From an optimization exercise on the open Yosys and OpenROAD flow, aimed at small area, a short achievable clock period and few clock cycles; shortcuts taken in it are not production practice. Function was checked by simulation only, so behaviour that the tests miss may differ from the original.

--- flow/flow/run.sh ---
#!/bin/bash
# The standard layout, with timing repair aiming for 20 ns of setup slack
# at the design's clock period (over-fixing, as SETUP_SLACK_MARGIN does),
# on the worst 20% of endpoints.
set -euo pipefail
bash standard.sh SETUP_SLACK_MARGIN=20 TNS_END_PERCENT=20 finish > orfs_make.log 2>&1
--- flow/standard.sh ---
#!/bin/bash
# synth_recipe.tcl (not shown) runs the flow's synth.tcl, then flattens the netlist and writes it again
# the make line also repeats each setting of config.mk as NAME=value (left out here)
make -C /OpenROAD-flow-scripts/flow DESIGN_CONFIG=/design/flow/config.mk WORK_HOME=/design/flow/orfs CLKGATE_MAP_FILE= SYNTH_SCRIPT=/design/flow/synth_recipe.tcl "${@:-finish}"
--- flow/config.mk ---
export PLATFORM = sky130hd
export DESIGN_NAME = bas
export DESIGN_NICKNAME = bas
export VERILOG_FILES = /design/flow/design.v
export SDC_FILE = /design/flow/constraint.sdc
export NUM_CORES = 8
export LEC_CHECK = 0
export ABC_AREA = 1
export CAP_MARGIN = 20
export CORE_MARGIN = 2
export CORE_UTILIZATION = 60
export SLEW_MARGIN = 20
--- flow/constraint.sdc ---
create_clock -name core_clock -period 27.0 [get_ports {clock}]
set_input_delay 5.4000 -clock core_clock [delete_from_list [all_inputs] [get_ports {clock}]]
set_output_delay 5.4000 -clock core_clock [all_outputs]
set_load 0.01 [all_outputs]
--- flow/design.v ---
module lfsr(d, n);
input  [8:0] d;
output [8:0] n;
assign n = {d[7:0], d[1] ^ d[2] ^ d[3] ^ d[7]};
endmodule
module beetle_left_antenna(d1, d2, q1, q2, ra, rb);
input [17:0] d1, d2;
input q1, q2;
output [32:0] ra, rb;
wire s0, k0;
assign {k0, s0} = {1'b0, ~(d1[0] & d1[6])} + {1'b0, ~(d1[1] & d1[5])} + {1'b0, 1'b1};
wire s1, k1;
assign {k1, s1} = {1'b0, ~(d1[0] & d1[4])} + {1'b0, ~(d1[1] & d1[3])} + {1'b0, 1'b1};
wire s2, k2;
assign {k2, s2} = {1'b0, ~(d1[0] & d1[5])} + {1'b0, ~(d1[1] & d1[4])} + {1'b0, ~(d1[3] & ~d1[2])};
wire s3, k3;
assign {k3, s3} = {1'b0, ~(d1[2] & d1[4])} + {1'b0, ~(d1[3] & d1[2])} + {1'b0, s0};
wire [8:0] Alo = {1'b0, k2, k1, s1, ~(d1[0] & d1[3]), ~(d1[0] & d1[2]), ~(d1[1] & ~d1[0]), 1'b1, ~d1[0]} + {1'b0, s3, s2, ~(d1[2] & d1[1]), ~(d1[2] & ~d1[1]), ~(d1[1] & d1[0]), 1'b1, 1'b1, 1'b1} + 9'd1;
wire s4, k4;
assign {k4, s4} = {1'b0, ~(d2[0] & d2[6])} + {1'b0, ~(d2[1] & d2[5])} + {1'b0, 1'b1};
wire s5, k5;
assign {k5, s5} = {1'b0, ~(d2[0] & d2[4])} + {1'b0, ~(d2[1] & d2[3])} + {1'b0, 1'b1};
wire s6, k6;
assign {k6, s6} = {1'b0, ~(d2[0] & d2[5])} + {1'b0, ~(d2[1] & d2[4])} + {1'b0, ~(d2[3] & ~d2[2])};
wire s7, k7;
assign {k7, s7} = {1'b0, ~(d2[2] & d2[4])} + {1'b0, ~(d2[3] & d2[2])} + {1'b0, s4};
wire [8:0] Blo = {1'b0, k6, k5, s5, ~(d2[0] & d2[3]), ~(d2[0] & d2[2]), ~(d2[1] & ~d2[0]), 1'b1, ~d2[0]} + {1'b0, s7, s6, ~(d2[2] & d2[1]), ~(d2[2] & ~d2[1]), ~(d2[1] & d2[0]), 1'b1, 1'b1, 1'b1} + 9'd1;
wire s8, k8;
assign {k8, s8} = {1'b0, ~(d1[0] & d1[7])} + {1'b0, ~(d1[1] & d1[6])} + {1'b0, 1'b1};
wire s9, k9;
assign {k9, s9} = {1'b0, ~(d1[0] & d1[12])} + {1'b0, ~(d1[1] & d1[11])} + {1'b0, 1'b1};
wire s10, k10;
assign {k10, s10} = {1'b0, ~(d1[0] & d1[13])} + {1'b0, ~(d1[1] & d1[12])} + {1'b0, ~(d1[2] & d1[11])};
wire s11, k11;
assign {k11, s11} = {1'b0, ~(d1[0] & d1[14])} + {1'b0, ~(d1[1] & d1[13])} + {1'b0, ~(d1[2] & d1[12])};
wire s12, k12;
assign {k12, s12} = {1'b0, ~(d1[3] & d1[11])} + {1'b0, ~(d1[4] & d1[10])} + {1'b0, ~(d1[5] & d1[9])};
wire s13, k13;
assign {k13, s13} = {1'b0, ~(d1[0] & d1[15])} + {1'b0, ~(d1[1] & d1[14])} + {1'b0, ~(d1[2] & d1[13])};
wire s14, k14;
assign {k14, s14} = {1'b0, ~(d1[3] & d1[12])} + {1'b0, ~(d1[4] & d1[11])} + {1'b0, ~(d1[5] & d1[10])};
wire s15, k15;
assign {k15, s15} = {1'b0, ~(d1[6] & d1[9])} + {1'b0, ~(d1[8] & ~d1[7])} + {1'b0, 1'b1};
wire s16, k16;
assign {k16, s16} = {1'b0, ~(d1[0] & d1[16])} + {1'b0, ~(d1[1] & d1[15])} + {1'b0, ~(d1[2] & d1[14])};
wire s17, k17;
assign {k17, s17} = {1'b0, ~(d1[3] & d1[13])} + {1'b0, ~(d1[4] & d1[12])} + {1'b0, ~(d1[5] & d1[11])};
wire s18, k18;
assign {k18, s18} = {1'b0, ~(d1[6] & d1[10])} + {1'b0, ~(d1[7] & d1[9])} + {1'b0, ~(d1[8] & d1[7])};
wire s19, k19;
assign {k19, s19} = {1'b0, ~(d2[0] & d2[16])} + {1'b0, ~(d2[1] & d2[15])} + {1'b0, ~(d2[2] & d2[14])};
wire s20, k20;
assign {k20, s20} = {1'b0, ~(d1[1] & d1[16])} + {1'b0, ~(d1[2] & d1[15])} + {1'b0, ~(d1[3] & d1[14])};
wire s21, k21;
assign {k21, s21} = {1'b0, ~(d1[4] & d1[13])} + {1'b0, ~(d1[5] & d1[12])} + {1'b0, ~(d1[6] & d1[11])};
wire s22, k22;
assign {k22, s22} = {1'b0, ~(d1[7] & d1[10])} + {1'b0, ~(d1[9] & ~d1[8])} + {1'b0, (d1[17] & d1[0])};
wire s23, k23;
assign {k23, s23} = {1'b0, ~(d2[1] & d2[16])} + {1'b0, ~(d2[2] & d2[15])} + {1'b0, ~(d2[3] & d2[14])};
wire s24, k24;
assign {k24, s24} = {1'b0, ~(d2[4] & d2[13])} + {1'b0, ~(d2[5] & d2[12])} + {1'b0, 1'b1};
wire s25, k25;
assign {k25, s25} = {1'b0, 1'b0} + {1'b0, ~(d1[2] & d1[16])} + {1'b0, ~(d1[3] & d1[15])};
wire s26, k26;
assign {k26, s26} = {1'b0, ~(d1[4] & d1[14])} + {1'b0, ~(d1[5] & d1[13])} + {1'b0, ~(d1[6] & d1[12])};
wire s27, k27;
assign {k27, s27} = {1'b0, ~(d1[7] & d1[11])} + {1'b0, ~(d1[8] & d1[10])} + {1'b0, ~(d1[9] & d1[8])};
wire s28, k28;
assign {k28, s28} = {1'b0, (d1[17] & d1[1])} + {1'b0, ~(d2[2] & d2[16])} + {1'b0, ~(d2[3] & d2[15])};
wire s29, k29;
assign {k29, s29} = {1'b0, ~(d2[4] & d2[14])} + {1'b0, ~(d2[5] & d2[13])} + {1'b0, ~(d2[6] & d2[12])};
wire s30, k30;
assign {k30, s30} = {1'b0, ~(d2[7] & d2[11])} + {1'b0, ~(d2[8] & d2[10])} + {1'b0, 1'b1};
wire s31, k31;
assign {k31, s31} = {1'b0, ~(d1[3] & d1[16])} + {1'b0, ~(d1[4] & d1[15])} + {1'b0, ~(d1[5] & d1[14])};
wire s32, k32;
assign {k32, s32} = {1'b0, ~(d1[6] & d1[13])} + {1'b0, ~(d1[7] & d1[12])} + {1'b0, ~(d1[8] & d1[11])};
wire s33, k33;
assign {k33, s33} = {1'b0, ~(d1[10] & ~d1[9])} + {1'b0, (d1[17] & d1[2])} + {1'b0, ~(d2[3] & d2[16])};
wire s34, k34;
assign {k34, s34} = {1'b0, ~(d2[4] & d2[15])} + {1'b0, ~(d2[5] & d2[14])} + {1'b0, ~(d2[6] & d2[13])};
wire s35, k35;
assign {k35, s35} = {1'b0, ~(d2[7] & d2[12])} + {1'b0, ~(d2[8] & d2[11])} + {1'b0, 1'b1};
wire s36, k36;
assign {k36, s36} = {1'b0, ~(d1[4] & d1[16])} + {1'b0, ~(d1[5] & d1[15])} + {1'b0, ~(d1[6] & d1[14])};
wire s37, k37;
assign {k37, s37} = {1'b0, ~(d1[7] & d1[13])} + {1'b0, ~(d1[8] & d1[12])} + {1'b0, ~(d1[9] & d1[11])};
wire s38, k38;
assign {k38, s38} = {1'b0, ~(d1[10] & d1[9])} + {1'b0, (d1[17] & d1[3])} + {1'b0, ~(d2[4] & d2[16])};
wire s39, k39;
assign {k39, s39} = {1'b0, ~(d2[5] & d2[15])} + {1'b0, ~(d2[6] & d2[14])} + {1'b0, ~(d2[7] & d2[13])};
wire s40, k40;
assign {k40, s40} = {1'b0, ~(d1[5] & d1[16])} + {1'b0, ~(d1[6] & d1[15])} + {1'b0, ~(d1[7] & d1[14])};
wire s41, k41;
assign {k41, s41} = {1'b0, ~(d1[8] & d1[13])} + {1'b0, ~(d1[9] & d1[12])} + {1'b0, ~(d1[11] & ~d1[10])};
wire s42, k42;
assign {k42, s42} = {1'b0, (d1[17] & d1[4])} + {1'b0, ~(d2[5] & d2[16])} + {1'b0, 1'b1};
wire s43, k43;
assign {k43, s43} = {1'b0, ~(d1[6] & d1[16])} + {1'b0, ~(d1[7] & d1[15])} + {1'b0, ~(d1[8] & d1[14])};
wire s44, k44;
assign {k44, s44} = {1'b0, ~(d1[9] & d1[13])} + {1'b0, ~(d1[10] & d1[12])} + {1'b0, ~(d1[11] & d1[10])};
wire s45, k45;
assign {k45, s45} = {1'b0, ~(d1[7] & d1[16])} + {1'b0, ~(d1[8] & d1[15])} + {1'b0, 1'b1};
wire s46, k46;
assign {k46, s46} = {1'b0, ~(d1[2] & d1[5])} + {1'b0, ~(d1[4] & ~d1[3])} + {1'b0, ~(d2[0] & d2[7])};
wire s47, k47;
assign {k47, s47} = {1'b0, ~(d2[1] & d2[6])} + {1'b0, ~(d2[2] & d2[5])} + {1'b0, ~(d2[4] & ~d2[3])};
wire s48, k48;
assign {k48, s48} = {1'b0, ~(d1[0] & d1[8])} + {1'b0, ~(d1[1] & d1[7])} + {1'b0, ~(d1[2] & d1[6])};
wire s49, k49;
assign {k49, s49} = {1'b0, ~(d1[3] & d1[5])} + {1'b0, ~(d1[4] & d1[3])} + {1'b0, ~(d2[0] & d2[8])};
wire s50, k50;
assign {k50, s50} = {1'b0, ~(d1[0] & d1[9])} + {1'b0, ~(d1[1] & d1[8])} + {1'b0, ~(d1[2] & d1[7])};
wire s51, k51;
assign {k51, s51} = {1'b0, ~(d1[3] & d1[6])} + {1'b0, ~(d1[5] & ~d1[4])} + {1'b0, 1'b1};
wire s52, k52;
assign {k52, s52} = {1'b0, ~(d1[0] & d1[10])} + {1'b0, ~(d1[1] & d1[9])} + {1'b0, ~(d1[2] & d1[8])};
wire s53, k53;
assign {k53, s53} = {1'b0, ~(d1[3] & d1[7])} + {1'b0, ~(d1[4] & d1[6])} + {1'b0, ~(d1[5] & d1[4])};
wire s54, k54;
assign {k54, s54} = {1'b0, ~(d2[0] & d2[10])} + {1'b0, ~(d2[1] & d2[9])} + {1'b0, 1'b1};
wire s55, k55;
assign {k55, s55} = {1'b0, ~(d1[0] & d1[11])} + {1'b0, ~(d1[1] & d1[10])} + {1'b0, ~(d1[2] & d1[9])};
wire s56, k56;
assign {k56, s56} = {1'b0, ~(d1[3] & d1[8])} + {1'b0, ~(d1[4] & d1[7])} + {1'b0, ~(d1[6] & ~d1[5])};
wire s57, k57;
assign {k57, s57} = {1'b0, ~(d2[0] & d2[11])} + {1'b0, ~(d2[1] & d2[10])} + {1'b0, ~(d2[2] & d2[9])};
wire s58, k58;
assign {k58, s58} = {1'b0, ~(d1[2] & d1[10])} + {1'b0, ~(d1[3] & d1[9])} + {1'b0, ~(d1[4] & d1[8])};
wire s59, k59;
assign {k59, s59} = {1'b0, ~(d1[5] & d1[7])} + {1'b0, ~(d1[6] & d1[5])} + {1'b0, ~(d2[0] & d2[12])};
wire s60, k60;
assign {k60, s60} = {1'b0, ~(d2[1] & d2[11])} + {1'b0, ~(d2[2] & d2[10])} + {1'b0, ~(d2[3] & d2[9])};
wire s61, k61;
assign {k61, s61} = {1'b0, ~(d2[4] & d2[8])} + {1'b0, ~(d2[5] & d2[7])} + {1'b0, 1'b1};
wire s62, k62;
assign {k62, s62} = {1'b0, ~(d1[3] & d1[10])} + {1'b0, ~(d1[4] & d1[9])} + {1'b0, ~(d1[5] & d1[8])};
wire s63, k63;
assign {k63, s63} = {1'b0, ~(d1[7] & ~d1[6])} + {1'b0, ~(d2[0] & d2[13])} + {1'b0, ~(d2[1] & d2[12])};
wire s64, k64;
assign {k64, s64} = {1'b0, ~(d2[2] & d2[11])} + {1'b0, ~(d2[3] & d2[10])} + {1'b0, ~(d2[4] & d2[9])};
wire s65, k65;
assign {k65, s65} = {1'b0, ~(d2[5] & d2[8])} + {1'b0, ~(d2[7] & ~d2[6])} + {1'b0, k9};
wire s66, k66;
assign {k66, s66} = {1'b0, ~(d1[6] & d1[8])} + {1'b0, ~(d1[7] & d1[6])} + {1'b0, ~(d2[0] & d2[14])};
wire s67, k67;
assign {k67, s67} = {1'b0, ~(d2[1] & d2[13])} + {1'b0, ~(d2[2] & d2[12])} + {1'b0, ~(d2[3] & d2[11])};
wire s68, k68;
assign {k68, s68} = {1'b0, ~(d2[4] & d2[10])} + {1'b0, ~(d2[5] & d2[9])} + {1'b0, ~(d2[6] & d2[8])};
wire s69, k69;
assign {k69, s69} = {1'b0, ~(d2[7] & d2[6])} + {1'b0, k10} + {1'b0, s11};
wire s70, k70;
assign {k70, s70} = {1'b0, ~(d2[0] & d2[15])} + {1'b0, ~(d2[1] & d2[14])} + {1'b0, ~(d2[2] & d2[13])};
wire s71, k71;
assign {k71, s71} = {1'b0, ~(d2[3] & d2[12])} + {1'b0, ~(d2[4] & d2[11])} + {1'b0, ~(d2[5] & d2[10])};
wire s72, k72;
assign {k72, s72} = {1'b0, ~(d2[6] & d2[9])} + {1'b0, ~(d2[8] & ~d2[7])} + {1'b0, k11};
wire s73, k73;
assign {k73, s73} = {1'b0, k12} + {1'b0, s13} + {1'b0, s14};
wire s74, k74;
assign {k74, s74} = {1'b0, ~(d2[3] & d2[13])} + {1'b0, ~(d2[4] & d2[12])} + {1'b0, ~(d2[5] & d2[11])};
wire s75, k75;
assign {k75, s75} = {1'b0, ~(d2[6] & d2[10])} + {1'b0, ~(d2[7] & d2[9])} + {1'b0, ~(d2[8] & d2[7])};
wire s76, k76;
assign {k76, s76} = {1'b0, k13} + {1'b0, k14} + {1'b0, k15};
wire s77, k77;
assign {k77, s77} = {1'b0, s16} + {1'b0, s17} + {1'b0, s18};
wire s78, k78;
assign {k78, s78} = {1'b0, ~(d2[6] & d2[11])} + {1'b0, ~(d2[7] & d2[10])} + {1'b0, ~(d2[9] & ~d2[8])};
wire s79, k79;
assign {k79, s79} = {1'b0, (d2[17] & d2[0])} + {1'b0, k16} + {1'b0, k17};
wire s80, k80;
assign {k80, s80} = {1'b0, k18} + {1'b0, k19} + {1'b0, s20};
wire s81, k81;
assign {k81, s81} = {1'b0, s21} + {1'b0, s22} + {1'b0, s23};
wire s82, k82;
assign {k82, s82} = {1'b0, ~(d2[9] & d2[8])} + {1'b0, (d2[17] & d2[1])} + {1'b0, k20};
wire s83, k83;
assign {k83, s83} = {1'b0, k21} + {1'b0, k22} + {1'b0, k23};
wire s84, k84;
assign {k84, s84} = {1'b0, k24} + {1'b0, s25} + {1'b0, s26};
wire s85, k85;
assign {k85, s85} = {1'b0, s27} + {1'b0, s28} + {1'b0, s29};
wire s86, k86;
assign {k86, s86} = {1'b0, ~(d2[10] & ~d2[9])} + {1'b0, (d2[17] & d2[2])} + {1'b0, k25};
wire s87, k87;
assign {k87, s87} = {1'b0, k26} + {1'b0, k27} + {1'b0, k28};
wire s88, k88;
assign {k88, s88} = {1'b0, k29} + {1'b0, k30} + {1'b0, s31};
wire s89, k89;
assign {k89, s89} = {1'b0, s32} + {1'b0, s33} + {1'b0, s34};
wire s90, k90;
assign {k90, s90} = {1'b0, ~(d2[8] & d2[12])} + {1'b0, ~(d2[9] & d2[11])} + {1'b0, ~(d2[10] & d2[9])};
wire s91, k91;
assign {k91, s91} = {1'b0, (d2[17] & d2[3])} + {1'b0, k31} + {1'b0, k32};
wire s92, k92;
assign {k92, s92} = {1'b0, k33} + {1'b0, k34} + {1'b0, k35};
wire s93, k93;
assign {k93, s93} = {1'b0, s36} + {1'b0, s37} + {1'b0, s38};
wire s94, k94;
assign {k94, s94} = {1'b0, ~(d2[6] & d2[15])} + {1'b0, ~(d2[7] & d2[14])} + {1'b0, ~(d2[8] & d2[13])};
wire s95, k95;
assign {k95, s95} = {1'b0, ~(d2[9] & d2[12])} + {1'b0, ~(d2[11] & ~d2[10])} + {1'b0, (d2[17] & d2[4])};
wire s96, k96;
assign {k96, s96} = {1'b0, k36} + {1'b0, k37} + {1'b0, k38};
wire s97, k97;
assign {k97, s97} = {1'b0, k39} + {1'b0, s40} + {1'b0, s41};
wire s98, k98;
assign {k98, s98} = {1'b0, (d1[17] & d1[5])} + {1'b0, ~(d2[6] & d2[16])} + {1'b0, ~(d2[7] & d2[15])};
wire s99, k99;
assign {k99, s99} = {1'b0, ~(d2[8] & d2[14])} + {1'b0, ~(d2[9] & d2[13])} + {1'b0, ~(d2[10] & d2[12])};
wire s100, k100;
assign {k100, s100} = {1'b0, ~(d2[11] & d2[10])} + {1'b0, (d2[17] & d2[5])} + {1'b0, k40};
wire s101, k101;
assign {k101, s101} = {1'b0, k41} + {1'b0, k42} + {1'b0, s43};
wire s102, k102;
assign {k102, s102} = {1'b0, ~(d1[9] & d1[14])} + {1'b0, ~(d1[10] & d1[13])} + {1'b0, ~(d1[12] & ~d1[11])};
wire s103, k103;
assign {k103, s103} = {1'b0, (d1[17] & d1[6])} + {1'b0, ~(d2[7] & d2[16])} + {1'b0, ~(d2[8] & d2[15])};
wire s104, k104;
assign {k104, s104} = {1'b0, ~(d2[9] & d2[14])} + {1'b0, ~(d2[10] & d2[13])} + {1'b0, ~(d2[12] & ~d2[11])};
wire s105, k105;
assign {k105, s105} = {1'b0, (d2[17] & d2[6])} + {1'b0, k43} + {1'b0, k44};
wire s106, k106;
assign {k106, s106} = {1'b0, ~(d1[8] & d1[16])} + {1'b0, ~(d1[9] & d1[15])} + {1'b0, ~(d1[10] & d1[14])};
wire s107, k107;
assign {k107, s107} = {1'b0, ~(d1[11] & d1[13])} + {1'b0, ~(d1[12] & d1[11])} + {1'b0, (d1[17] & d1[7])};
wire s108, k108;
assign {k108, s108} = {1'b0, ~(d2[8] & d2[16])} + {1'b0, ~(d2[9] & d2[15])} + {1'b0, ~(d2[10] & d2[14])};
wire s109, k109;
assign {k109, s109} = {1'b0, ~(d2[11] & d2[13])} + {1'b0, ~(d2[12] & d2[11])} + {1'b0, (d2[17] & d2[7])};
wire s110, k110;
assign {k110, s110} = {1'b0, ~(d1[9] & d1[16])} + {1'b0, ~(d1[10] & d1[15])} + {1'b0, ~(d1[11] & d1[14])};
wire s111, k111;
assign {k111, s111} = {1'b0, ~(d1[13] & ~d1[12])} + {1'b0, (d1[17] & d1[8])} + {1'b0, ~(d2[9] & d2[16])};
wire s112, k112;
assign {k112, s112} = {1'b0, ~(d2[10] & d2[15])} + {1'b0, ~(d2[11] & d2[14])} + {1'b0, 1'b1};
wire s113, k113;
assign {k113, s113} = {1'b0, ~(d1[10] & d1[16])} + {1'b0, ~(d1[11] & d1[15])} + {1'b0, ~(d1[12] & d1[14])};
wire s114, k114;
assign {k114, s114} = {1'b0, ~(d1[13] & d1[12])} + {1'b0, (d1[17] & d1[9])} + {1'b0, ~(d2[10] & d2[16])};
wire s115, k115;
assign {k115, s115} = {1'b0, ~(d1[11] & d1[16])} + {1'b0, ~(d1[12] & d1[15])} + {1'b0, 1'b1};
wire s116, k116;
assign {k116, s116} = {1'b0, k0} + {1'b0, k4} + {1'b0, s46};
wire s117, k117;
assign {k117, s117} = {1'b0, s47} + {1'b0, s8} + {1'b0, 1'b1};
wire s118, k118;
assign {k118, s118} = {1'b0, ~(d2[1] & d2[7])} + {1'b0, ~(d2[2] & d2[6])} + {1'b0, ~(d2[3] & d2[5])};
wire s119, k119;
assign {k119, s119} = {1'b0, ~(d2[4] & d2[3])} + {1'b0, k46} + {1'b0, k47};
wire s120, k120;
assign {k120, s120} = {1'b0, k8} + {1'b0, s48} + {1'b0, 1'b1};
wire s121, k121;
assign {k121, s121} = {1'b0, ~(d2[0] & d2[9])} + {1'b0, ~(d2[1] & d2[8])} + {1'b0, ~(d2[2] & d2[7])};
wire s122, k122;
assign {k122, s122} = {1'b0, ~(d2[3] & d2[6])} + {1'b0, ~(d2[5] & ~d2[4])} + {1'b0, k48};
wire s123, k123;
assign {k123, s123} = {1'b0, k49} + {1'b0, s50} + {1'b0, s51};
wire s124, k124;
assign {k124, s124} = {1'b0, ~(d2[2] & d2[8])} + {1'b0, ~(d2[3] & d2[7])} + {1'b0, ~(d2[4] & d2[6])};
wire s125, k125;
assign {k125, s125} = {1'b0, ~(d2[5] & d2[4])} + {1'b0, k50} + {1'b0, k51};
wire s126, k126;
assign {k126, s126} = {1'b0, s52} + {1'b0, s53} + {1'b0, s54};
wire s127, k127;
assign {k127, s127} = {1'b0, ~(d2[3] & d2[8])} + {1'b0, ~(d2[4] & d2[7])} + {1'b0, ~(d2[6] & ~d2[5])};
wire s128, k128;
assign {k128, s128} = {1'b0, k52} + {1'b0, k53} + {1'b0, k54};
wire s129, k129;
assign {k129, s129} = {1'b0, s55} + {1'b0, s56} + {1'b0, s57};
wire s130, k130;
assign {k130, s130} = {1'b0, ~(d2[6] & d2[5])} + {1'b0, k55} + {1'b0, k56};
wire s131, k131;
assign {k131, s131} = {1'b0, k57} + {1'b0, s58} + {1'b0, s59};
wire s132, k132;
assign {k132, s132} = {1'b0, s60} + {1'b0, s61} + {1'b0, s9};
wire s133, k133;
assign {k133, s133} = {1'b0, k58} + {1'b0, k59} + {1'b0, k60};
wire s134, k134;
assign {k134, s134} = {1'b0, k61} + {1'b0, s62} + {1'b0, s63};
wire s135, k135;
assign {k135, s135} = {1'b0, s64} + {1'b0, s10} + {1'b0, s65};
wire s136, k136;
assign {k136, s136} = {1'b0, k62} + {1'b0, k63} + {1'b0, k64};
wire s137, k137;
assign {k137, s137} = {1'b0, s66} + {1'b0, s67} + {1'b0, s68};
wire s138, k138;
assign {k138, s138} = {1'b0, s12} + {1'b0, k65} + {1'b0, s69};
wire s139, k139;
assign {k139, s139} = {1'b0, k66} + {1'b0, k67} + {1'b0, k68};
wire s140, k140;
assign {k140, s140} = {1'b0, s70} + {1'b0, s71} + {1'b0, s15};
wire s141, k141;
assign {k141, s141} = {1'b0, k69} + {1'b0, s72} + {1'b0, s73};
wire s142, k142;
assign {k142, s142} = {1'b0, k70} + {1'b0, k71} + {1'b0, s74};
wire s143, k143;
assign {k143, s143} = {1'b0, s75} + {1'b0, s19} + {1'b0, k72};
wire s144, k144;
assign {k144, s144} = {1'b0, k73} + {1'b0, s76} + {1'b0, s77};
wire s145, k145;
assign {k145, s145} = {1'b0, k74} + {1'b0, k75} + {1'b0, s78};
wire s146, k146;
assign {k146, s146} = {1'b0, s24} + {1'b0, k76} + {1'b0, k77};
wire s147, k147;
assign {k147, s147} = {1'b0, s79} + {1'b0, s80} + {1'b0, s81};
wire s148, k148;
assign {k148, s148} = {1'b0, k78} + {1'b0, s30} + {1'b0, k79};
wire s149, k149;
assign {k149, s149} = {1'b0, k80} + {1'b0, k81} + {1'b0, s82};
wire s150, k150;
assign {k150, s150} = {1'b0, s83} + {1'b0, s84} + {1'b0, s85};
wire s151, k151;
assign {k151, s151} = {1'b0, s35} + {1'b0, k82} + {1'b0, k83};
wire s152, k152;
assign {k152, s152} = {1'b0, k84} + {1'b0, k85} + {1'b0, s86};
wire s153, k153;
assign {k153, s153} = {1'b0, s87} + {1'b0, s88} + {1'b0, s89};
wire s154, k154;
assign {k154, s154} = {1'b0, s90} + {1'b0, s39} + {1'b0, k86};
wire s155, k155;
assign {k155, s155} = {1'b0, k87} + {1'b0, k88} + {1'b0, k89};
wire s156, k156;
assign {k156, s156} = {1'b0, s91} + {1'b0, s92} + {1'b0, s93};
wire s157, k157;
assign {k157, s157} = {1'b0, k90} + {1'b0, s94} + {1'b0, s95};
wire s158, k158;
assign {k158, s158} = {1'b0, s42} + {1'b0, k91} + {1'b0, k92};
wire s159, k159;
assign {k159, s159} = {1'b0, k93} + {1'b0, s96} + {1'b0, s97};
wire s160, k160;
assign {k160, s160} = {1'b0, k94} + {1'b0, k95} + {1'b0, s98};
wire s161, k161;
assign {k161, s161} = {1'b0, s99} + {1'b0, s44} + {1'b0, k96};
wire s162, k162;
assign {k162, s162} = {1'b0, k97} + {1'b0, s100} + {1'b0, s101};
wire s163, k163;
assign {k163, s163} = {1'b0, k98} + {1'b0, k99} + {1'b0, s102};
wire s164, k164;
assign {k164, s164} = {1'b0, s103} + {1'b0, s104} + {1'b0, s45};
wire s165, k165;
assign {k165, s165} = {1'b0, k100} + {1'b0, k101} + {1'b0, s105};
wire s166, k166;
assign {k166, s166} = {1'b0, k102} + {1'b0, k103} + {1'b0, k104};
wire s167, k167;
assign {k167, s167} = {1'b0, k45} + {1'b0, s106} + {1'b0, s107};
wire s168, k168;
assign {k168, s168} = {1'b0, s108} + {1'b0, s109} + {1'b0, k105};
wire s169, k169;
assign {k169, s169} = {1'b0, ~(d2[13] & ~d2[12])} + {1'b0, (d2[17] & d2[8])} + {1'b0, k106};
wire s170, k170;
assign {k170, s170} = {1'b0, k107} + {1'b0, k108} + {1'b0, k109};
wire s171, k171;
assign {k171, s171} = {1'b0, s110} + {1'b0, s111} + {1'b0, s112};
wire s172, k172;
assign {k172, s172} = {1'b0, ~(d2[11] & d2[15])} + {1'b0, ~(d2[12] & d2[14])} + {1'b0, ~(d2[13] & d2[12])};
wire s173, k173;
assign {k173, s173} = {1'b0, (d2[17] & d2[9])} + {1'b0, k110} + {1'b0, k111};
wire s174, k174;
assign {k174, s174} = {1'b0, k112} + {1'b0, s113} + {1'b0, s114};
wire s175, k175;
assign {k175, s175} = {1'b0, ~(d1[14] & ~d1[13])} + {1'b0, (d1[17] & d1[10])} + {1'b0, ~(d2[11] & d2[16])};
wire s176, k176;
assign {k176, s176} = {1'b0, ~(d2[12] & d2[15])} + {1'b0, ~(d2[14] & ~d2[13])} + {1'b0, (d2[17] & d2[10])};
wire s177, k177;
assign {k177, s177} = {1'b0, k113} + {1'b0, k114} + {1'b0, s115};
wire s178, k178;
assign {k178, s178} = {1'b0, ~(d1[12] & d1[16])} + {1'b0, ~(d1[13] & d1[15])} + {1'b0, ~(d1[14] & d1[13])};
wire s179, k179;
assign {k179, s179} = {1'b0, (d1[17] & d1[11])} + {1'b0, ~(d2[12] & d2[16])} + {1'b0, ~(d2[13] & d2[15])};
wire s180, k180;
assign {k180, s180} = {1'b0, ~(d2[14] & d2[13])} + {1'b0, (d2[17] & d2[11])} + {1'b0, k115};
wire s181, k181;
assign {k181, s181} = {1'b0, ~(d1[13] & d1[16])} + {1'b0, ~(d1[15] & ~d1[14])} + {1'b0, (d1[17] & d1[12])};
wire s182, k182;
assign {k182, s182} = {1'b0, ~(d2[13] & d2[16])} + {1'b0, ~(d2[15] & ~d2[14])} + {1'b0, 1'b1};
wire s183, k183;
assign {k183, s183} = {1'b0, ~(d1[14] & d1[16])} + {1'b0, ~(d1[15] & d1[14])} + {1'b0, (d1[17] & d1[13])};
wire s184, k184;
assign {k184, s184} = {1'b0, k3} + {1'b0, k7} + {1'b0, s116};
wire s185, k185;
assign {k185, s185} = {1'b0, s118} + {1'b0, s49} + {1'b0, k116};
wire s186, k186;
assign {k186, s186} = {1'b0, k117} + {1'b0, s119} + {1'b0, 1'b1};
wire s187, k187;
assign {k187, s187} = {1'b0, k118} + {1'b0, s121} + {1'b0, k119};
wire s188, k188;
assign {k188, s188} = {1'b0, k120} + {1'b0, s122} + {1'b0, s123};
wire s189, k189;
assign {k189, s189} = {1'b0, k121} + {1'b0, s124} + {1'b0, k122};
wire s190, k190;
assign {k190, s190} = {1'b0, k123} + {1'b0, s125} + {1'b0, s126};
wire s191, k191;
assign {k191, s191} = {1'b0, k124} + {1'b0, s127} + {1'b0, k125};
wire s192, k192;
assign {k192, s192} = {1'b0, k126} + {1'b0, s128} + {1'b0, s129};
wire s193, k193;
assign {k193, s193} = {1'b0, k127} + {1'b0, k128} + {1'b0, k129};
wire s194, k194;
assign {k194, s194} = {1'b0, s130} + {1'b0, s131} + {1'b0, s132};
wire s195, k195;
assign {k195, s195} = {1'b0, k130} + {1'b0, k131} + {1'b0, k132};
wire s196, k196;
assign {k196, s196} = {1'b0, s133} + {1'b0, s134} + {1'b0, s135};
wire s197, k197;
assign {k197, s197} = {1'b0, k133} + {1'b0, k134} + {1'b0, s136};
wire s198, k198;
assign {k198, s198} = {1'b0, s137} + {1'b0, k135} + {1'b0, s138};
wire s199, k199;
assign {k199, s199} = {1'b0, k136} + {1'b0, k137} + {1'b0, s139};
wire s200, k200;
assign {k200, s200} = {1'b0, s140} + {1'b0, k138} + {1'b0, s141};
wire s201, k201;
assign {k201, s201} = {1'b0, k139} + {1'b0, k140} + {1'b0, s142};
wire s202, k202;
assign {k202, s202} = {1'b0, s143} + {1'b0, k141} + {1'b0, s144};
wire s203, k203;
assign {k203, s203} = {1'b0, k142} + {1'b0, s145} + {1'b0, k143};
wire s204, k204;
assign {k204, s204} = {1'b0, s146} + {1'b0, k144} + {1'b0, s147};
wire s205, k205;
assign {k205, s205} = {1'b0, k145} + {1'b0, k146} + {1'b0, s148};
wire s206, k206;
assign {k206, s206} = {1'b0, s149} + {1'b0, k147} + {1'b0, s150};
wire s207, k207;
assign {k207, s207} = {1'b0, k148} + {1'b0, k149} + {1'b0, s151};
wire s208, k208;
assign {k208, s208} = {1'b0, s152} + {1'b0, k150} + {1'b0, s153};
wire s209, k209;
assign {k209, s209} = {1'b0, k151} + {1'b0, k152} + {1'b0, s154};
wire s210, k210;
assign {k210, s210} = {1'b0, s155} + {1'b0, k153} + {1'b0, s156};
wire s211, k211;
assign {k211, s211} = {1'b0, s157} + {1'b0, k154} + {1'b0, k155};
wire s212, k212;
assign {k212, s212} = {1'b0, s158} + {1'b0, k156} + {1'b0, s159};
wire s213, k213;
assign {k213, s213} = {1'b0, k157} + {1'b0, s160} + {1'b0, k158};
wire s214, k214;
assign {k214, s214} = {1'b0, s161} + {1'b0, k159} + {1'b0, s162};
wire s215, k215;
assign {k215, s215} = {1'b0, k160} + {1'b0, s163} + {1'b0, s164};
wire s216, k216;
assign {k216, s216} = {1'b0, k161} + {1'b0, s165} + {1'b0, k162};
wire s217, k217;
assign {k217, s217} = {1'b0, k163} + {1'b0, k164} + {1'b0, s166};
wire s218, k218;
assign {k218, s218} = {1'b0, s167} + {1'b0, k165} + {1'b0, s168};
wire s219, k219;
assign {k219, s219} = {1'b0, k166} + {1'b0, k167} + {1'b0, s169};
wire s220, k220;
assign {k220, s220} = {1'b0, s170} + {1'b0, s171} + {1'b0, k168};
wire s221, k221;
assign {k221, s221} = {1'b0, s172} + {1'b0, k169} + {1'b0, k170};
wire s222, k222;
assign {k222, s222} = {1'b0, k171} + {1'b0, s173} + {1'b0, s174};
wire s223, k223;
assign {k223, s223} = {1'b0, k172} + {1'b0, s175} + {1'b0, s176};
wire s224, k224;
assign {k224, s224} = {1'b0, k173} + {1'b0, k174} + {1'b0, s177};
wire s225, k225;
assign {k225, s225} = {1'b0, k175} + {1'b0, k176} + {1'b0, s178};
wire s226, k226;
assign {k226, s226} = {1'b0, s179} + {1'b0, k177} + {1'b0, s180};
wire s227, k227;
assign {k227, s227} = {1'b0, (d2[17] & d2[12])} + {1'b0, k178} + {1'b0, k179};
wire s228, k228;
assign {k228, s228} = {1'b0, s181} + {1'b0, s182} + {1'b0, k180};
wire s229, k229;
assign {k229, s229} = {1'b0, ~(d2[14] & d2[16])} + {1'b0, ~(d2[15] & d2[14])} + {1'b0, (d2[17] & d2[13])};
wire s230, k230;
assign {k230, s230} = {1'b0, k181} + {1'b0, k182} + {1'b0, s183};
wire s231, k231;
assign {k231, s231} = {1'b0, ~(d1[16] & ~d1[15])} + {1'b0, (d1[17] & d1[14])} + {1'b0, ~(d2[16] & ~d2[15])};
wire s232, k232;
assign {k232, s232} = {1'b0, (d2[17] & d2[14])} + {1'b0, k183} + {1'b0, 1'b1};
wire s233, k233;
assign {k233, s233} = {1'b0, ~(d1[16] & d1[15])} + {1'b0, (d1[17] & d1[15])} + {1'b0, ~(d2[16] & d2[15])};
wire s234, k234;
assign {k234, s234} = {1'b0, (d2[17] & d2[15])} + {1'b0, ~(q1 & d1[0])} + {1'b0, ~(q2 & d2[0])};
wire s235, k235;
assign {k235, s235} = {1'b0, ~d1[17]} + {1'b0, ~d2[17]} + {1'b0, (d1[17] & d1[16])};
wire s236, k236;
assign {k236, s236} = {1'b0, (d2[17] & d2[16])} + {1'b0, ~(q1 & d1[1])} + {1'b0, ~(q2 & d2[1])};
wire s237, k237;
assign {k237, s237} = {1'b0, s117} + {1'b0, s184} + {1'b0, 1'b1};
wire s238, k238;
assign {k238, s238} = {1'b0, s120} + {1'b0, s185} + {1'b0, s186};
wire s239, k239;
assign {k239, s239} = {1'b0, k185} + {1'b0, k186} + {1'b0, s187};
wire s240, k240;
assign {k240, s240} = {1'b0, k187} + {1'b0, s189} + {1'b0, k188};
wire s241, k241;
assign {k241, s241} = {1'b0, k189} + {1'b0, s191} + {1'b0, k190};
wire s242, k242;
assign {k242, s242} = {1'b0, k191} + {1'b0, s193} + {1'b0, k192};
wire s243, k243;
assign {k243, s243} = {1'b0, k193} + {1'b0, s195} + {1'b0, k194};
wire s244, k244;
assign {k244, s244} = {1'b0, k195} + {1'b0, s197} + {1'b0, k196};
wire s245, k245;
assign {k245, s245} = {1'b0, k197} + {1'b0, s199} + {1'b0, k198};
wire s246, k246;
assign {k246, s246} = {1'b0, k199} + {1'b0, s201} + {1'b0, k200};
wire s247, k247;
assign {k247, s247} = {1'b0, k201} + {1'b0, s203} + {1'b0, k202};
wire s248, k248;
assign {k248, s248} = {1'b0, k203} + {1'b0, s205} + {1'b0, k204};
wire s249, k249;
assign {k249, s249} = {1'b0, k205} + {1'b0, s207} + {1'b0, k206};
wire s250, k250;
assign {k250, s250} = {1'b0, k207} + {1'b0, s209} + {1'b0, k208};
wire s251, k251;
assign {k251, s251} = {1'b0, k209} + {1'b0, s211} + {1'b0, k210};
wire s252, k252;
assign {k252, s252} = {1'b0, k211} + {1'b0, s213} + {1'b0, k212};
wire s253, k253;
assign {k253, s253} = {1'b0, s215} + {1'b0, k213} + {1'b0, k214};
wire s254, k254;
assign {k254, s254} = {1'b0, s217} + {1'b0, k215} + {1'b0, k216};
wire s255, k255;
assign {k255, s255} = {1'b0, k217} + {1'b0, s219} + {1'b0, s220};
wire s256, k256;
assign {k256, s256} = {1'b0, k219} + {1'b0, s221} + {1'b0, s222};
wire s257, k257;
assign {k257, s257} = {1'b0, s223} + {1'b0, k221} + {1'b0, k222};
wire s258, k258;
assign {k258, s258} = {1'b0, k223} + {1'b0, s225} + {1'b0, s226};
wire s259, k259;
assign {k259, s259} = {1'b0, k225} + {1'b0, s227} + {1'b0, k226};
wire s260, k260;
assign {k260, s260} = {1'b0, s229} + {1'b0, k227} + {1'b0, s230};
wire s261, k261;
assign {k261, s261} = {1'b0, k229} + {1'b0, s231} + {1'b0, k230};
wire s262, k262;
assign {k262, s262} = {1'b0, k231} + {1'b0, s233} + {1'b0, s234};
wire s263, k263;
assign {k263, s263} = {1'b0, k233} + {1'b0, s235} + {1'b0, k234};
wire s264, k264;
assign {k264, s264} = {1'b0, ~(q1 & d1[2])} + {1'b0, ~(q2 & d2[2])} + {1'b0, k235};
wire s265, k265;
assign {k265, s265} = {1'b0, 1'b0} + {1'b0, ~(q1 & d1[3])} + {1'b0, 1'b1};
wire s266, k266;
assign {k266, s266} = {1'b0, 1'b0} + {1'b0, ~(q1 & d1[4])} + {1'b0, 1'b1};
wire s267, k267;
assign {k267, s267} = {1'b0, 1'b0} + {1'b0, ~(q1 & d1[5])} + {1'b0, 1'b1};
wire s268, k268;
assign {k268, s268} = {1'b0, 1'b0} + {1'b0, ~(q1 & d1[6])} + {1'b0, 1'b1};
wire s269, k269;
assign {k269, s269} = {1'b0, Alo[8]} + {1'b0, Blo[8]} + {1'b0, 1'b1};
wire s270, k270;
assign {k270, s270} = {1'b0, k184} + {1'b0, k237} + {1'b0, s238};
wire s271, k271;
assign {k271, s271} = {1'b0, s188} + {1'b0, k238} + {1'b0, s239};
wire s272, k272;
assign {k272, s272} = {1'b0, s190} + {1'b0, k239} + {1'b0, s240};
wire s273, k273;
assign {k273, s273} = {1'b0, s192} + {1'b0, k240} + {1'b0, s241};
wire s274, k274;
assign {k274, s274} = {1'b0, s194} + {1'b0, k241} + {1'b0, s242};
wire s275, k275;
assign {k275, s275} = {1'b0, k242} + {1'b0, s196} + {1'b0, s243};
wire s276, k276;
assign {k276, s276} = {1'b0, k243} + {1'b0, s198} + {1'b0, s244};
wire s277, k277;
assign {k277, s277} = {1'b0, s200} + {1'b0, k244} + {1'b0, s245};
wire s278, k278;
assign {k278, s278} = {1'b0, s202} + {1'b0, k245} + {1'b0, s246};
wire s279, k279;
assign {k279, s279} = {1'b0, s204} + {1'b0, k246} + {1'b0, s247};
wire s280, k280;
assign {k280, s280} = {1'b0, s206} + {1'b0, k247} + {1'b0, s248};
wire s281, k281;
assign {k281, s281} = {1'b0, s208} + {1'b0, k248} + {1'b0, s249};
wire s282, k282;
assign {k282, s282} = {1'b0, s210} + {1'b0, k249} + {1'b0, s250};
wire s283, k283;
assign {k283, s283} = {1'b0, s212} + {1'b0, k250} + {1'b0, s251};
wire s284, k284;
assign {k284, s284} = {1'b0, s214} + {1'b0, k251} + {1'b0, s252};
wire s285, k285;
assign {k285, s285} = {1'b0, s216} + {1'b0, k252} + {1'b0, s253};
wire s286, k286;
assign {k286, s286} = {1'b0, s218} + {1'b0, k253} + {1'b0, s254};
wire s287, k287;
assign {k287, s287} = {1'b0, k218} + {1'b0, k254} + {1'b0, s255};
wire s288, k288;
assign {k288, s288} = {1'b0, k220} + {1'b0, s256} + {1'b0, k255};
wire s289, k289;
assign {k289, s289} = {1'b0, s224} + {1'b0, k256} + {1'b0, s257};
wire s290, k290;
assign {k290, s290} = {1'b0, k224} + {1'b0, k257} + {1'b0, s258};
wire s291, k291;
assign {k291, s291} = {1'b0, s228} + {1'b0, s259} + {1'b0, k258};
wire s292, k292;
assign {k292, s292} = {1'b0, k228} + {1'b0, s260} + {1'b0, k259};
wire s293, k293;
assign {k293, s293} = {1'b0, s232} + {1'b0, s261} + {1'b0, k260};
wire s294, k294;
assign {k294, s294} = {1'b0, k232} + {1'b0, s262} + {1'b0, k261};
wire s295, k295;
assign {k295, s295} = {1'b0, s236} + {1'b0, k262} + {1'b0, s263};
wire s296, k296;
assign {k296, s296} = {1'b0, k236} + {1'b0, s264} + {1'b0, k263};
wire s297, k297;
assign {k297, s297} = {1'b0, ~(q2 & d2[3])} + {1'b0, s265} + {1'b0, k264};
wire s298, k298;
assign {k298, s298} = {1'b0, ~(q2 & d2[4])} + {1'b0, k265} + {1'b0, s266};
wire s299, k299;
assign {k299, s299} = {1'b0, ~(q2 & d2[5])} + {1'b0, k266} + {1'b0, s267};
wire s300, k300;
assign {k300, s300} = {1'b0, ~(q2 & d2[6])} + {1'b0, k267} + {1'b0, s268};
wire s301, k301;
assign {k301, s301} = {1'b0, 1'b0} + {1'b0, k268} + {1'b0, 1'b1};
assign ra = ~{k300, k299, k298, k297, k296, k295, k294, k293, k292, k291, k290, k289, k288, k287, k286, k285, k284, k283, k282, k281, k280, k279, k278, k277, k276, k275, k274, k273, k272, k271, k270, k269, s269};
assign rb = ~{s301, s300, s299, s298, s297, s296, s295, s294, s293, s292, s291, s290, s289, s288, s287, s286, s285, s284, s283, s282, s281, s280, s279, s278, s277, s276, s275, s274, s273, s272, s271, s270, s237};
endmodule
module beetle_compare(al, bl, ar, br, gt);
input [32:0] al, bl, ar, br;
output gt;
wire [31:0] a = {~al[31], al[30:0]};
wire [31:0] b = bl[31:0];
wire [31:0] c = ~{~ar[31], ar[30:0]};
wire [31:0] e = ~br[31:0];
wire [32:0] tl = {1'b0, a} + {1'b0, b};
wire [32:0] tr = {1'b0, ~c} + {1'b0, br[31:0]};
wire [31:0] x1 = a ^ b;
wire [31:0] x2 = c ^ e;
wire [31:0] x = x1 ^ x2;
wire [31:0] co;
wire [31:0] ci = {co[30:0], 1'b1};
genvar i;
generate for (i = 0; i < 32; i = i + 1) begin : cmp4
  assign co[i] = x1[i] ? c[i] : a[i];
end endgenerate
wire [31:0] xs = x ^ ci;
wire [31:0] xk = {x[30:0] & ci[30:0] | ~x[30:0] & e[30:0], 1'b0};
wire k31 = x[31] ? ci[31] : e[31];
wire [32:0] ts = {1'b0, xs} + {1'b0, xk};
assign gt = ~(ts[32] ^ k31 ^ co[31] ^ tl[32] ^ tr[32]);
endmodule
module beetle_right_antenna(dir, sense, s3, step);
input  [8:0]  dir;
input  [12:0] sense;
input  [14:0] s3;
output [13:0] step;
wire [15:0] s1 = {3'b000, sense};
wire [15:0] s2 = {2'b00, sense, 1'b0};
wire [15:0] t3 = {1'b0, s3};
wire [15:0] s4 = {1'b0, sense, 2'b00};
wire [3:0] g0 = {dir[2:0], 1'b0};
wire [3:0] g1 = dir[5:2];
wire [3:0] g2 = dir[8:5];
wire [15:0] r0, r1, r2;
wire n0, n1, n2;
beetle_booth_row b0(g0, s1, s2, t3, s4, r0, n0);
beetle_booth_row b1(g1, s1, s2, t3, s4, r1, n1);
beetle_booth_row b2(g2, s1, s2, t3, s4, r2, n2);
wire [21:0] p = {{6{n0}}, r0} + {{3{n1}}, r1, 3'd0} + {r2, 6'd0}
              + {15'd0, n2, 2'b00, n1, 2'b00, n0};
assign step = p[21:8];
endmodule
module beetle_booth_row(g, s1, s2, s3, s4, r, n);
input  [3:0]  g;
input  [15:0] s1, s2, s3, s4;
output [15:0] r;
output n;
wire [2:0] a = g[3] ? ~g[2:0] : g[2:0];
wire m1 = ~a[2] & (a[1] ^ a[0]);
wire m2 = ~a[2] & a[1] & a[0] | a[2] & ~a[1] & ~a[0];
wire m3 = a[2] & (a[1] ^ a[0]);
wire m4 = a[2] & a[1] & a[0];
wire [15:0] mag = {16{m1}} & s1 | {16{m2}} & s2 | {16{m3}} & s3 | {16{m4}} & s4;
assign r = g[3] ? ~mag : mag;
assign n = g[3];
endmodule
module beetle_position(mx, my, nx, ny, d1, d2, q1, q2);
parameter NB = 0;
input  [15:0] mx, my;
input  signed [13:0] nx, ny;
output [17:0] d1, d2;
output q1, q2;
wire [15:0] fx = {{2{nx[13]}}, nx};
wire [15:0] fy = {{2{ny[13]}}, ny};
wire [15:0] ax = NB ? mx - fx : mx + fx;
wire [15:0] ay = NB ? my - fy : my + fy;
assign d1 = {2'b00, ax} + {ay[15], ay, 1'b0} - 18'd1792;
assign d2 = {ax[15], ax, 1'b0} + {2'b00, ay} - 18'd1280;
assign q1 = ay[15];
assign q2 = ax[15];
endmodule
module bas(clock,reset,load, seed_x,seed_y,iterations,x,y,x_extreme,y_extreme,out_value,done );
    input clock,reset,load;
    input [8:0] seed_x,seed_y;
    input [8:0] iterations;
    input [15:0] x,y;
    output signed [15:0] x_extreme,y_extreme;
    output signed [39:0] out_value;
    output reg done;
    reg [15:0] x_curr, y_curr;           
    reg signed [13:0] step_x, step_y;    
    reg signed [13:0] step_nx, step_ny;  
    reg [17:0] dl1, dl2, dr1, dr2;       
    reg ql1, ql2, qr1, qr2;              
    reg [32:0] value_curr;               
    reg [8:0] dir_x, dir_y;              
    reg [12:0] sense;                    
    reg [8:0] remain;
    reg run;
    reg first;                           
    reg [15:0] x_best, y_best;
    reg [32:0] value_best;
    reg value_init;                      
    wire [32:0] al, bl, ar, br;
    beetle_left_antenna ol(dl1, dl2, ql1, ql2, al, bl);
    beetle_left_antenna or_(dr1, dr2, qr1, qr2, ar, br);
    wire go_right;
    beetle_compare cmp(al, bl, ar, br, go_right);
    wire [32:0] odour_l = al + bl;
    wire [32:0] odour_r = ar + br;
    wire [15:0] x_l = x_curr + {{2{step_x[13]}}, step_x};
    wire [15:0] y_l = y_curr + {{2{step_y[13]}}, step_y};
    wire [15:0] x_r = x_curr - {{2{step_x[13]}}, step_x};
    wire [15:0] y_r = y_curr - {{2{step_y[13]}}, step_y};
    wire [17:0] ell1, ell2, elr1, elr2, erl1, erl2, err1, err2;
    wire qll1, qll2, qlr1, qlr2, qrl1, qrl2, qrr1, qrr2;
    beetle_position #(0) pll(x_l, y_l, step_nx, step_ny, ell1, ell2, qll1, qll2);
    beetle_position #(1) plr(x_l, y_l, step_nx, step_ny, elr1, elr2, qlr1, qlr2);
    beetle_position #(0) prl(x_r, y_r, step_nx, step_ny, erl1, erl2, qrl1, qrl2);
    beetle_position #(1) prr(x_r, y_r, step_nx, step_ny, err1, err2, qrr1, qrr2);
    wire signed [13:0] mul_x, mul_y;
    wire [14:0] sense3 = {2'b00, sense} + {1'b0, sense, 1'b0};
    beetle_right_antenna mulx(dir_x, sense, sense3, mul_x);
    beetle_right_antenna muly(dir_y, sense, sense3, mul_y);
    wire [8:0] dir_x_n, dir_y_n, seed_x_n, seed_y_n;
    lfsr lx(dir_x, dir_x_n);
    lfsr ly(dir_y, dir_y_n);
    lfsr lsx(seed_x, seed_x_n);
    lfsr lsy(seed_y, seed_y_n);
    assign x_extreme = x_best;
    assign y_extreme = y_best;
    assign out_value = {4'b0, {3{value_init}}, value_best};
    always @(posedge clock) begin
        if (reset) begin
            x_curr <= x;
            y_curr <= y;
            dl1 <= 18'd0;
            dl2 <= 18'd0;
            dr1 <= 18'd0;
            dr2 <= 18'd0;
            ql1 <= 1'b0;
            ql2 <= 1'b0;
            qr1 <= 1'b0;
            qr2 <= 1'b0;
            step_x <= 14'd0;
            step_y <= 14'd0;
            step_nx <= 14'd0;
            step_ny <= 14'd0;
            dir_x <= 9'd0;
            dir_y <= 9'd0;
        end else begin
            if (go_right) begin
                x_curr <= x_r;
                y_curr <= y_r;
                dl1 <= erl1;
                dl2 <= erl2;
                dr1 <= err1;
                dr2 <= err2;
                ql1 <= qrl1;
                ql2 <= qrl2;
                qr1 <= qrr1;
                qr2 <= qrr2;
            end else begin
                x_curr <= x_l;
                y_curr <= y_l;
                dl1 <= ell1;
                dl2 <= ell2;
                dr1 <= elr1;
                dr2 <= elr2;
                ql1 <= qll1;
                ql2 <= qll2;
                qr1 <= qlr1;
                qr2 <= qlr2;
            end
            step_x <= step_nx;
            step_y <= step_ny;
            if (load) begin
                step_nx <= {{5{seed_x[8]}}, seed_x} + {{2{seed_x[8]}}, seed_x, 3'b000} + {seed_x[8], seed_x, 4'b0000};
                step_ny <= {{5{seed_y[8]}}, seed_y} + {{2{seed_y[8]}}, seed_y, 3'b000} + {seed_y[8], seed_y, 4'b0000};
                dir_x <= seed_x_n;
                dir_y <= seed_y_n;
            end else begin
                step_nx <= mul_x;
                step_ny <= mul_y;
                dir_x <= dir_x_n;
                dir_y <= dir_y_n;
            end
        end
        value_curr <= go_right ? odour_r : odour_l;
        if (reset)
            sense <= 13'd6400;
        else if (load)
            sense <= 13'd6375;
        else
            sense <= sense - {8'd0, sense[12:8]} - {12'd0, sense[7:0] != 8'd0};
        if (reset) begin
            run <= 1'b0;
            done <= 1'b0;
            x_best <= 16'd0;
            y_best <= 16'd0;
            value_best <= {33{1'b1}};
            value_init <= 1'b1;
        end else if (load) begin
            remain <= iterations;
            first <= 1'b1;
            run <= iterations != 9'd0;
            done <= iterations == 9'd0;
        end else if (run) begin
            remain <= remain - 9'd1;
            first <= 1'b0;
            if (remain == 9'd0) begin
                run <= 1'b0;
                done <= 1'b1;
            end
            if (!first && value_curr < value_best) begin
                x_best <= x_curr;
                y_best <= y_curr;
                value_best <= value_curr;
                value_init <= 1'b0;
            end
        end
    end
endmodule
==> results of run 1 <==
## registers in the layout (all words and copies together) (netlist names), 13 cells and up
name,cells
value_best,33
value_curr,33
dl1,18
dl2,18
dr1,18
dr2,18
x_best,16
x_curr,16
y_best,16
y_curr,16
step_nx,14
step_ny,14
step_x,14
step_y,14
sense,13
## cell families after synthesis
family	synth area share, %
xor+xnor	7.69
mux	0.152
fa+ha+maj	36.4
flops	10.7
compound gates	13.5
simple gates	18.2
other cells	0.00643
buf+inv	13.4
## cell usage in the layout, fill, tap and decap left out, types with 19 or more instances in the layout
master / count
fa_1: 520
o22ai_1: 71
xnor2_1: 102
ha_4: 38
dfxtp_1: 234
a21o_1: 28
buf_6: 19
dfxtp_4: 57
nand2_1: 1649
inv_1: 1659
a31oi_1: 41
fa_2: 65
o21ai_0: 367
a21oi_2: 28
nor3_1: 59
a21oi_1: 601
o21ai_1: 38
nand3_1: 276
inv_2: 22
clkdlybuf4s50_1: 111
ha_1: 711
clkbuf_16: 45
o211ai_1: 20
nand2_2: 21
o21bai_1: 57
nor2_1: 480
nand4_1: 45
buf_12: 27
xor2_1: 390
buf_4: 198
## routing by layer
metal / share of wire, % / wire length, um / vias to the layer above
met5: 0.060 / 125 / -
met4: 7.3 / 15300 / 10
met3: 10 / 21400 / 762
met2: 43 / 89800 / 3026
met1: 39 / 81300 / 26300
li1: - / - / 26000
## final cells by class
cell class                      count  area [um2]
Sequential cell                   306        6450
Timing Repair Buffer              391        4020
Inverter                         1698        6430
Clock inverter                     24         308
Tap cell                         1276        1600
Fill cell                        8408       30900
Multi-Input combinational cell   5898       45800
Antenna cell                        2        5.00
Clock buffer                       47        1080
## Yosys cell counts, drive strengths merged (20+ instances only)
library cell,n
a21o,29
a21oi,631
a31oi,41
buf,89
clkbuf,254
dfxtp,296
fa,585
ha,758
inv,1691
nand2,1679
nand3,293
nand4,45
nor2,495
nor3,62
o211ai,20
o21ai,414
o21bai,58
o22ai,71
xnor2,113
xor2,399
## path summary, 6_finish.rpt
path                                 endpoint  slack (ns)  depth (start not counted)
setup / recovery  value_best[10]$_SDFFE_PP1P_       19.82                          9
hold / removal        value_init$_SDFFE_PP1P_        0.48                          2
setup reg to reg       value_curr[21]$_DFF_P_       20.06                         28
hold reg to reg       value_init$_SDFFE_PP1P_        0.48                          2
## worst min-delay path: cells and delay by family, from the launching register on
family        cells  cell delay, ns
flops             1            0.33
simple gates      2            0.11
## timing repair
action                     in CTS  in global routing
setup endpoints to repair     242                258
cloned                         16                  5
pin swaps                      26                121
resized for setup             300                305
setup buffers                  56                147
## metrics by stage
stage / utilization, % / setup slack (ns)
after floorplan: - / 19.69
after global placement: 62.3 / 17.78
after detailed placement: 62.3 / 17.70
after CTS: 65.4 / 19.87
after global routing: 68.0 / 19.68
final: 68.0 / 19.82
==> results.txt, run 1 <==
crit path DAT=7.66 ns; Fin. Hold Viols=0; Max Transition Viols Final=0; Hold Slack=0.479 ns; setup_tns=0 ns; RSZ-0062 raised after global routing=yes; gr usage total=40.3%; share of layout cells above drive strength 1=8.60%; hold crit path type=flip-flop to flip-flop; hold_buf cts=0; Routed WL=208 mm; met2 GRT Util=63.1%; largest net degree at the start of global routing=101; area delta synth->final=12.6%; area of the die=0.0997 mm2; Nets=9739; final instance area=0.0656 mm2; Async S/R FF share, synth=0%; routed via count=56000; Netlist cell types=70; Crit Path Category=input port to flip-flop; Placed Area=0.0602 mm2; FF+latch count, synth=306; grt met3 use=7.95%; register area share after synthesis=10.7%; Crit-path slowest cell=clkdlybuf4s50_1; root buf cell=clkbuf_16; Setup Viol. Count Final=0; Hold Crit Start=value_init$_SDFFE_PP1P_; first-pass GRT wire length=308 mm; Die Ht=316 um; worst reg2reg startpoint=dr1[10]$_SDFF_PP0_; I/O pins=135; mapped cell area=0.0583 mm2; TritonCTS clock tree=built; fmax=139 MHz; Synth top area share=20.1%; Clock Latency Late Sink=0.65 ns; main area contributors after synthesis=fa_1 (20%), ha_1 (16%), inv_1 (11%), nand2_1 (11%), dfxtp_1 (10%); GRT overflow=0; CP Launch Type=input port; # placed instances=9345; gr busiest metal=met2; vias in the first global route=53500; Syn Inst Count=8236; Post-synth top flop=dfxtp_1; initial DRC count=5723; syn_area_per_cell=7.08 um2; Post-synth EDFFs=10; Critical Path RT=27.47 ns; Crit. End Element=flip-flop; critical path's most frequent cell=buf_4; Clock Pin Slew Worst Setup and Hold Paths=0.06 ns; status=finished clean; Max FO, Critical Path=100; CTS H-tree depth=2; cell taking the most area after synthesis=fa_1; met1 GRT Util=51.8%; Tmin final=7.18 ns; worst path cell trace=clkdlybuf4s50_1 -> buf_4 -> nor2_1 -> nand2_1 -> buf_4 -> clkinv_2 -> buf_6 -> a21oi_1 -> o21ai_0; clk sinks=306; drt wl/cell=21.6 um; # rows=114; Worst Path Buf+Inv=5; # DRC=0; clock buffer depth=3; Crit path largest cell delay=0.46 ns; Via-to-Cell Ratio=5.81; crit share post-route=26.6%; crit path from=load; Die Wd=316 um; cell family with most CP delay=buffers and inverters; Initial Utilization=60.4%; antenna-violating nets left=0; I/O Buffers=130; synth warn=1; clk_skew=0.0531 ns; Rel. slew slack=18.0%; CTS Buf Count=39; Max Cap Viol=0; detailed placement HPWL=158 mm; Slew @ Worst Pin=1.22 ns; core box area=0.0966 mm2; drt pass-1 iters=7; routability-driven placement congestion ratio=1.02; Layout Cells excl Fill=9642; initial antenna violation count=3
Testbench counts, summed over its fixed seeds: cycles 49,176.
==> inputs of run 2 (changes only) <==
--- a/flow/config.mk
+++ b/flow/config.mk
@@ -8,5 +8,6 @@
 export ABC_AREA = 1
 export CAP_MARGIN = 20
 export CORE_MARGIN = 2
-export CORE_UTILIZATION = 60
+export CORE_UTILIZATION = 45
+export PLACE_DENSITY = 0.75
 export SLEW_MARGIN = 20
==> run 2 against run 1 <==
  * Via count down 1.2%
  * Critical path depth up 7
  * Area after synthesis unchanged
  * Final area increased by 0.54%
==> results.txt, run 2 <==
share of layout cells above drive strength 1=8.51% (-0.086 points); GRT overflow=0 (unchanged); synth warn=1 (unchanged); CTS Buf Count=41 (+5.1%); Max Cap Viol=0 (unchanged); most common cell after layout, fill and taps aside=inv_1; most frequent cell after synthesis=inv_1; Commonest cells post-synth=inv_1 (1680), nand2_1 (1674), ha_1 (758), a21oi_1 (629), fa_1 (585); Setup Viol. Count Final=0 (unchanged); Fin. Hold Viols=0 (unchanged); crit path DAT=7.73 ns (+0.07 ns); register area share after synthesis=10.7% (unchanged); Critical Path RT=27.59 ns (+0.12 ns); FF+latch count, synth=306 (unchanged); cell family with most CP delay=compound AO/OA/AOI/OAI gates; # DRC=0 (unchanged); Crit Path Category=input port to flip-flop; hold crit path type=flip-flop to flip-flop; # rows=132 (+16%); drt pass-1 iters=6 (-1); worst path cell trace=buf_4 -> fa_1 -> ha_1 -> nand2_1 -> nand2_1 -> a21oi_2 -> inv_1 -> a21oi_1 -> o21ai_1 -> nand2_1 -> inv_1 -> o21ai_1 -> nand2_1 -> a21oi_1 -> o21ai_1 -> a21oi_2; clock buffer depth=3 (unchanged); critical path's most frequent cell=nand2_1; Synth Area in Simple Gates=18.2% (unchanged); Crit path largest cell delay=0.57 ns (+0.11 ns); CTS H-tree depth=2 (unchanged); Rel. slew slack=28.5% (+10 points); drt wl/cell=20.8 um (-3.6%); setup_tns=0 ns (unchanged); clk sinks=306 (unchanged); Max Transition Viols Final=0 (unchanged); Via-to-Cell Ratio=5.49 (-5.6%); Netlist cell types=70 (unchanged); first-pass GRT wire length=312 mm (+1.3%); final instance area=0.0660 mm2 (+0.54%); Nets=9715 (-0.25%); CP Launch Type=input port; Placed Area=0.0606 mm2 (+0.80%); Synth top area share=20.1% (unchanged); I/O pins=135 (unchanged); crit share post-route=26.4% (-0.16 points); Crit-path slowest cell=fa_1; vias in the first global route=55000 (+2.9%); Die Ht=364 um (+15%); multiplexer share of the synthesized area=0.152% (unchanged); detailed placement HPWL=157 mm (-0.40%); largest net degree at the start of global routing=81 (-20%); Max FO, Critical Path=4 (-96%); cell taking the most area after synthesis=fa_1; largest family of logic cells by synthesized area=adder cells; Slew @ Worst Pin=1.07 ns (-0.152 ns); area delta synth->final=13.2%; Clock Latency Late Sink=0.67 ns (+0.02 ns); Worst Path Buf+Inv=3 (-2); Async S/R FF share, synth=0% (unchanged); Post-synth EDFFs=10 (unchanged); Die Wd=364 um (+15%); clk_skew=0.0536 ns (+0.000442 ns); Post-synth top flop=dfxtp_1; Syn Inst Count=8236 (unchanged); biggest regs=value_best: 33 flops, value_curr: 33 flops; routability-driven placement congestion ratio=0.994 (-2.3%); initial antenna violation count=3 (unchanged); Post-Synth XOR/XNOR Area=7.69% (unchanged); fmax=140 MHz (+0.60%); main area contributors after synthesis=fa_1 (20%), ha_1 (16%), inv_1 (11%), nand2_1 (11%), dfxtp_1 (10%); Initial Utilization=45.2% (-15 points); TritonCTS clock tree=built; Adder-Cell Fraction of Synth Area=36.4% (unchanged); area of the die=0.132 mm2 (+33%); gr usage total=30.4% (-9.9 points); syn_area_per_cell=7.08 um2 (unchanged); antenna-violating nets left=0 (unchanged); I/O Buffers=130 (unchanged); mapped cell area=0.0583 mm2 (unchanged); root buf cell=clkbuf_16; Compound-Gate Fraction of Synth Area=13.5% (unchanged); most frequent cells in the layout=inv_1 (1661), nand2_1 (1660), ha_1 (713); RSZ-0062 raised after global routing=yes; Tmin final=7.14 ns (-0.0427 ns); Clock Pin Slew Worst Setup and Hold Paths=0.06 ns (about the same); routed via count=55300 (-1.2%); initial DRC count=5264 (-8.0%); Crit. End Element=flip-flop; Routed WL=210 mm (+0.85%); core box area=0.129 mm2 (+34%); status=finished clean
## run 2: cell types whose count changed in the layout (fill, tap and decap cells not counted), sizes merged, moves of 2 or more
cell           previous run  this run
bufbuf                    6         0
nand2                  1685      1691
bufinv                    5         2
inv                    1692      1696
clkdlybuf4s15             4         2
buf                     262       234
clkbuf                   52        60
clkinv                   11        19
clkinvlp                 14         7
## run 2: cell families (layout without fill, tap and decap cells)
kind of cell,after synthesis,after routing
AO/OA/AOI/OAI,1400,1400
flip-flops,306,306
adder cells (fa/ha/maj),1343,1343
XOR/XNOR,512,512
buffers and inverters,2041,2133
other,1,7
multiplexers,8,8
AND/OR/NAND/NOR,2625,2637
## run 2: layout make-up
cell class	instances	area [um2]
antenna	3	7.51
clock buffer	50	1110
clock inverter	26	304
fill	12400	63000
inverter	1698	6430
multi-input combinational	5904	45800
sequential	306	6460
tap	1742	2180
timing repair buffer	359	3670
## run 2: final timing paths
check                              start                          end  slack, ns  cells after the start
hold / removal    value_curr[29]$_DFF_P_  value_best[29]$_SDFFE_PP1P_       0.48                      2
setup / recovery               seed_x[1]       step_nx[11]$_SDFF_PP0_      19.86                     16
hold reg to reg   value_curr[29]$_DFF_P_  value_best[29]$_SDFFE_PP1P_       0.48                      2
setup reg to reg      dr1[11]$_SDFF_PP0_           dl2[16]$_SDFF_PP0_      20.10                     32
## run 2: timing repair
item                                    in CTS  in global routing
hold buffers                                 0                  0
gates resized for setup                    280                344
pin swaps                                   22                158
endpoints found under the setup margin     232                219
cloned                                      14                 12
buffers inserted                            75                111
## run 2: metal layers
| metal | global-route usage (%) | routed length [um] | vias up |
|---|---|---|---|
| met5 | 0 | 0 | - |
| met1 | 37.0 | 80900 | 26200 |
| met3 | 4.42 | 17100 | 695 |
| li1 | - | - | 25900 |
| met2 | 51.0 | 96300 | 2533 |
| met4 | 18.0 | 15300 | 0 |
## run 2: tightest hold or removal path, cell delays in order (launching register included)
cell	delay (ns)
dfxtp_1	0.33
a21oi_1	0.06
o21ai_0	0.06
## run 2: per-stage QoR
| stage | cells | utilization [%] | hold WS (ns) | setup WS (ns) |
|---|---|---|---|---|
| detailed placement | 9797 | 47.0 | 0.468 | 17.36 |
| global placement | 9797 | 47.0 | 0.462 | 17.41 |
| finish | 10100 | 51.2 | 0.482 | 19.86 |
| global route | 10100 | 51.2 | 0.498 | 19.70 |
| floorplan | 8239 | - | 0.444 | 19.69 |
| CTS | 9962 | 49.4 | 0.489 | 19.92 |

-- afterwards: timing with drivers on the ports --
The flow's constraints put no driver on any port. The routed layouts listed below were extracted and timed again, unchanged, in two steps. Step 1 (the two cells are an assumption about what drives the block):
set clk [get_ports {clock}]
set_driving_cell -lib_cell sky130_fd_sc_hd__clkbuf_16 $clk
set_driving_cell -lib_cell sky130_fd_sc_hd__buf_2 [delete_from_list [all_inputs] $clk]
Step 2, shift: input delay + t, output delay - t, t = (earliest + latest rising clock arrival at the registers) / 2. This alone moves slack from input paths to output paths. Slacks: no drivers / after step 1 / after step 2; pairs: no drivers / after step 1.
| run | t, ns | setup WS [ns] | worst data-port slew with drivers (ns) |
|---|---|---|---|
| run 1 | 0.702 | 19.816 / 19.802 / 19.169 | 0.04 |
| run 2 | 0.722 | 19.859 / 19.839 / 19.187 | 0.07 |
After both steps every run listed still meets setup and hold. The setup slack of run 2, which loses most, moves by -0.020 ns with the drivers and by -0.672 ns with both steps.
